Context: an optimization exercise on an open-source flow, tuned for small area. The choices shown serve that exercise and are no tape-out recipe. At most, simulation tests tie the RTL to the original design; equivalence was not proved.

==> module qam_mapper, before the edit <==
module qam_mapper #(
	parameter B = 8
)(
	input	wire				aclk,
	input	wire				reset,
	input wire	[7:0]		carrier_control,
	input	wire	[B-1: 0]	s_data_in,
	input	wire				s_dvalid,
	output reg				s_dready,
	output wire	[31: 0]	m_data_out,
	input	wire				m_dready,
	output reg				m_dvalid,
	output wire				m_dlast,
	output wire	[9 : 0]	m_symbol_index
	);
	reg		[1:0]	ph;			 
	reg		[1:0]	gr;			 
	wire			last = (gr == 2'd3) && (ph == 2'd2);	 
	reg				w1;			 
	reg				fft_valid;
	reg				filled;		 
	reg		[3:0]	carry;		 
	reg		[4:0]	idx;
	reg				o_nz;
	reg		[5:0]	o_sym;
	reg		[5:0]	lo [2:13];	 
	reg		[5:0]	ul [2:14];	 
	wire	[7:0]	d = s_data_in;
	wire			acc = s_dready & s_dvalid;
	wire	[5:0]	sy_p0  = d[7:2];				 
	wire	[5:0]	sy_p1  = {carry[1:0], d[7:4]};	 
	wire	[5:0]	sy_p2a = {carry[3:0], d[7:6]};	 
	wire	[5:0]	sy_p2b = d[5:0];				 
	always @(posedge aclk or posedge reset) begin
		if (reset) begin
			s_dready	<= 1'b1;
			w1			<= 1'b0;
			ph			<= 2'd0;
			gr			<= 2'd0;
			fft_valid	<= 1'b0;
			filled		<= 1'b0;
		end else begin
			if (acc) begin
				s_dready	<= 1'b0;
				w1			<= 1'b1;
				ph			<= (ph == 2'd2) ? 2'd0 : ph + 2'd1;
				if (ph == 2'd2) gr <= gr + 2'd1;
				if (last) filled <= 1'b1;
			end else if (!s_dready) begin
				w1			<= 1'b0;
				if (!w1) s_dready <= 1'b1;
			end
			if (!s_dready && !w1 && gr[1])
				fft_valid <= 1'b1;
			else if (idx == 5'd31)
				fft_valid <= 1'b0;
		end
	end
	always @(posedge aclk) begin
		if (acc) begin
			carry <= d[3:0];
			case ({gr, ph})
				4'b0010: begin lo[2]  <= sy_p2a; lo[3]  <= sy_p2b; end
				4'b0100: lo[4]  <= sy_p0;
				4'b0101: lo[5]  <= sy_p1;
				4'b0110: begin lo[6]  <= sy_p2a; lo[7]  <= sy_p2b; end
				4'b1001: lo[9]  <= sy_p1;
				4'b1010: begin lo[10] <= sy_p2a; lo[11] <= sy_p2b; end
				4'b1100: lo[12] <= sy_p0;
				4'b1101: lo[13] <= sy_p1;
				default: ;
			endcase
			if (last) begin
				ul[2]  <= lo[2];  ul[3]  <= lo[3];  ul[4]  <= lo[4];
				ul[5]  <= lo[5];  ul[6]  <= lo[6];  ul[7]  <= lo[7];
				ul[9]  <= lo[9];  ul[10] <= lo[10]; ul[11] <= lo[11];
				ul[12] <= lo[12]; ul[13] <= lo[13]; ul[14] <= sy_p2a;
			end
		end
	end
	reg		[5:0]	rd;
	reg				rd_ok;		 
	reg				rd_up;		 
	always @(*) begin
		rd = 6'd0; rd_ok = filled; rd_up = 1'b0;
		case (idx)
			5'd9:  begin rd = lo[9];  rd_ok = filled | (gr == 2'd3 || (gr == 2'd2 && ph == 2'd2));  end
			5'd10: begin rd = lo[10]; rd_ok = filled | (gr == 2'd3);  end
			5'd11: begin rd = lo[11]; rd_ok = filled | (gr == 2'd3);  end
			5'd12: begin rd = lo[12]; rd_ok = filled | (gr == 2'd3 && ph != 2'd0); end
			5'd13: begin rd = lo[13]; rd_ok = filled | last; end
			5'd14: rd = ul[14];
			5'd18: begin rd = ul[14]; rd_up = 1'b1; end
			5'd19: begin rd = ul[13]; rd_up = 1'b1; end
			5'd20: begin rd = ul[12]; rd_up = 1'b1; end
			5'd21: begin rd = ul[11]; rd_up = 1'b1; end
			5'd22: begin rd = ul[10]; rd_up = 1'b1; end
			5'd23: begin rd = ul[9];  rd_up = 1'b1; end
			5'd25: begin rd = ul[7];  rd_up = 1'b1; end
			5'd26: begin rd = ul[6];  rd_up = 1'b1; end
			5'd27: begin rd = ul[5];  rd_up = 1'b1; end
			5'd28: begin rd = ul[4];  rd_up = 1'b1; end
			5'd29: begin rd = ul[3];  rd_up = 1'b1; end
			5'd30: begin rd = ul[2];  rd_up = 1'b1; end
			default: ;
		endcase
	end
	reg		[2:0]	cbit;
	reg				is_data;
	reg				is_zero;
	always @(*) begin
		is_data = 1'b0; is_zero = 1'b0; cbit = 3'd1;
		case (idx)
			5'd0, 5'd16:			is_zero = 1'b1;
			5'd1, 5'd31:			cbit = 3'd1;
			5'd8, 5'd24:			cbit = 3'd4;
			5'd15, 5'd17:			cbit = 3'd7;
			5'd2, 5'd3, 5'd4:		cbit = 3'd2;
			5'd5, 5'd6, 5'd7:		cbit = 3'd3;
			5'd9, 5'd10, 5'd11:		begin cbit = 3'd5; is_data = 1'b1; end
			5'd12, 5'd13, 5'd14:	begin cbit = 3'd6; is_data = 1'b1; end
			5'd18, 5'd19, 5'd20:	begin cbit = 3'd6; is_data = 1'b1; end
			5'd21, 5'd22, 5'd23:	begin cbit = 3'd5; is_data = 1'b1; end
			5'd25, 5'd26, 5'd27:	begin cbit = 3'd3; is_data = 1'b1; end
			default:				begin cbit = 3'd2; is_data = 1'b1; end	 
		endcase
	end
	wire	[5:0]	dsym = rd_ok ? (rd ^ {3'b000, rd_up, 2'b00}) : 6'd0;
	always @(posedge aclk or posedge reset) begin
		if (reset) begin
			idx			<= 5'd0;
			m_dvalid	<= 1'b0;
			o_nz		<= 1'b0;
		end else begin
			m_dvalid	<= fft_valid;
			if (fft_valid) begin
				idx		<= idx + 5'd1;
				o_nz	<= !is_zero && carrier_control[cbit];
			end
		end
	end
	always @(posedge aclk) begin
		o_sym <= (fft_valid && is_data) ? dsym : 6'd36;
	end
	function [15:0] qam_level;
		input [2:0] k;
		begin
			case (k)
				3'd0: qam_level = 16'h8020;
				3'd1: qam_level = 16'ha4a9;
				3'd2: qam_level = 16'hedbb;
				3'd3: qam_level = 16'hc932;
				3'd4: qam_level = 16'h7fe0;
				3'd5: qam_level = 16'h5b57;
				3'd6: qam_level = 16'h1245;
				default: qam_level = 16'h36ce;
			endcase
		end
	endfunction
	assign m_data_out = o_nz ? {qam_level(o_sym[5:3]), qam_level(o_sym[2:0])} : 32'h0;
	assign m_dlast = m_dvalid & (idx == 5'd0);
	assign m_symbol_index = {5'd0, idx};
endmodule
clock: 14.0 ns
lec_check: 0
abc_area: 1
cap_margin: 20
core_margin: 2
core_utilization: 40
slew_margin: 20
standard.sh (not shown) runs the stock make flow with config.mk's settings and CLKGATE_MAP_FILE= SYNTH_SCRIPT=/design/flow/synth_recipe.tcl, a recipe that flattens the netlist after the stock synthesis.
==> flow/flow/run.sh <==
#!/bin/bash
set -euo pipefail
bash standard.sh \
  "BUFFER_PORTS_ARGS=-buffer_cell sky130_fd_sc_hd__buf_1" \
  "CTS_ARGS=-sink_clustering_enable -repair_clock_nets -dont_use_dummy_load -buf_list sky130_fd_sc_hd__clkbuf_8" \
  finish > standard.log 2>&1
Edit:
--- a/flow/design.v
+++ b/flow/design.v
@@ -80,31 +80,23 @@
 		end
 	end
-	reg		[5:0]	rd;
-	reg				rd_ok;		 
-	reg				rd_up;		 
-	always @(*) begin
-		rd = 6'd0; rd_ok = filled; rd_up = 1'b0;
-		case (idx)
-			5'd9:  begin rd = lo[9];  rd_ok = filled | (gr == 2'd3 || (gr == 2'd2 && ph == 2'd2));  end
-			5'd10: begin rd = lo[10]; rd_ok = filled | (gr == 2'd3);  end
-			5'd11: begin rd = lo[11]; rd_ok = filled | (gr == 2'd3);  end
-			5'd12: begin rd = lo[12]; rd_ok = filled | (gr == 2'd3 && ph != 2'd0); end
-			5'd13: begin rd = lo[13]; rd_ok = filled | last; end
-			5'd14: rd = ul[14];
-			5'd18: begin rd = ul[14]; rd_up = 1'b1; end
-			5'd19: begin rd = ul[13]; rd_up = 1'b1; end
-			5'd20: begin rd = ul[12]; rd_up = 1'b1; end
-			5'd21: begin rd = ul[11]; rd_up = 1'b1; end
-			5'd22: begin rd = ul[10]; rd_up = 1'b1; end
-			5'd23: begin rd = ul[9];  rd_up = 1'b1; end
-			5'd25: begin rd = ul[7];  rd_up = 1'b1; end
-			5'd26: begin rd = ul[6];  rd_up = 1'b1; end
-			5'd27: begin rd = ul[5];  rd_up = 1'b1; end
-			5'd28: begin rd = ul[4];  rd_up = 1'b1; end
-			5'd29: begin rd = ul[3];  rd_up = 1'b1; end
-			5'd30: begin rd = ul[2];  rd_up = 1'b1; end
-			default: ;
-		endcase
-	end
+	wire			f   = fft_valid & filled;
+	wire			s9  = fft_valid & (idx == 5'd9)  & (filled | gr == 2'd3 | (gr == 2'd2 && ph == 2'd2));
+	wire			s10 = fft_valid & (idx == 5'd10) & (filled | gr == 2'd3);
+	wire			s11 = fft_valid & (idx == 5'd11) & (filled | gr == 2'd3);
+	wire			s12 = fft_valid & (idx == 5'd12) & (filled | (gr == 2'd3 && ph != 2'd0));
+	wire			s13 = fft_valid & (idx == 5'd13) & (filled | last);
+	wire			s14 = f & (idx == 5'd14);
+	wire			s18 = f & (idx == 5'd18);
+	wire			s19 = f & (idx == 5'd19);
+	wire			s20 = f & (idx == 5'd20);
+	wire			s21 = f & (idx == 5'd21);
+	wire			s22 = f & (idx == 5'd22);
+	wire			s23 = f & (idx == 5'd23);
+	wire			s25 = f & (idx == 5'd25);
+	wire			s26 = f & (idx == 5'd26);
+	wire			s27 = f & (idx == 5'd27);
+	wire			s28 = f & (idx == 5'd28);
+	wire			s29 = f & (idx == 5'd29);
+	wire			s30 = f & (idx == 5'd30);
 	reg		[2:0]	cbit;
 	reg				is_data;
@@ -127,5 +119,14 @@
 		endcase
 	end
-	wire	[5:0]	dsym = rd_ok ? (rd ^ {3'b000, rd_up, 2'b00}) : 6'd0;
+	wire			pil = !(fft_valid && is_data);	 
+	wire	[5:0]	F   = 6'b000100;
+	wire	[5:0]	nsym =
+		  {6{s9}}  & lo[9]  | {6{s10}} & lo[10] | {6{s11}} & lo[11]
+		| {6{s12}} & lo[12] | {6{s13}} & lo[13] | {6{s14}} & ul[14]
+		| {6{s18}} & (ul[14] ^ F) | {6{s19}} & (ul[13] ^ F) | {6{s20}} & (ul[12] ^ F)
+		| {6{s21}} & (ul[11] ^ F) | {6{s22}} & (ul[10] ^ F) | {6{s23}} & (ul[9] ^ F)
+		| {6{s25}} & (ul[7] ^ F)  | {6{s26}} & (ul[6] ^ F)  | {6{s27}} & (ul[5] ^ F)
+		| {6{s28}} & (ul[4] ^ F)  | {6{s29}} & (ul[3] ^ F)  | {6{s30}} & (ul[2] ^ F)
+		| {6{pil}} & 6'd36;
 	always @(posedge aclk or posedge reset) begin
 		if (reset) begin
@@ -142,5 +143,5 @@
 	end
 	always @(posedge aclk) begin
-		o_sym <= (fft_valid && is_data) ? dsym : 6'd36;
+		o_sym <= nsym;
 	end
 	function [15:0] qam_level;
Outcome: Fmax is higher by 3.3%; worst hold slack loses 0.0033 ns; clock skew climbs by 0.015 ns; first-iteration DRC count goes down by 1.9%; final cell count went down by 1.0%.
No functional check of the RTL was part of the second run of this note.

## afterwards: timing with drivers on the ports
In the flow no input, the clock included, has a driving cell. The finished layouts below were timed again as built, in two steps.
Step 1 assumes that a clkbuf_16 drives the clock port and a buf_2 every other input.
Step 2 also shifts input and output timing later by t, the mid clock arrival at the registers, as if the neighbouring blocks saw the same clock.
Slacks: no drivers / after step 1 / after step 2; pairs: no drivers / after step 1.
run	t, ns	setup slack, ns	worst slew at a driven data input, ns
the first run	0.473	9.295 / 9.260 / 9.339	0.03
the second run	0.474	9.443 / 9.405 / 9.302	0.04
After both steps setup and hold are still met in every run listed. The setup slack of the second run, which loses most, moves by -0.038 ns with the drivers and by -0.141 ns with both steps.
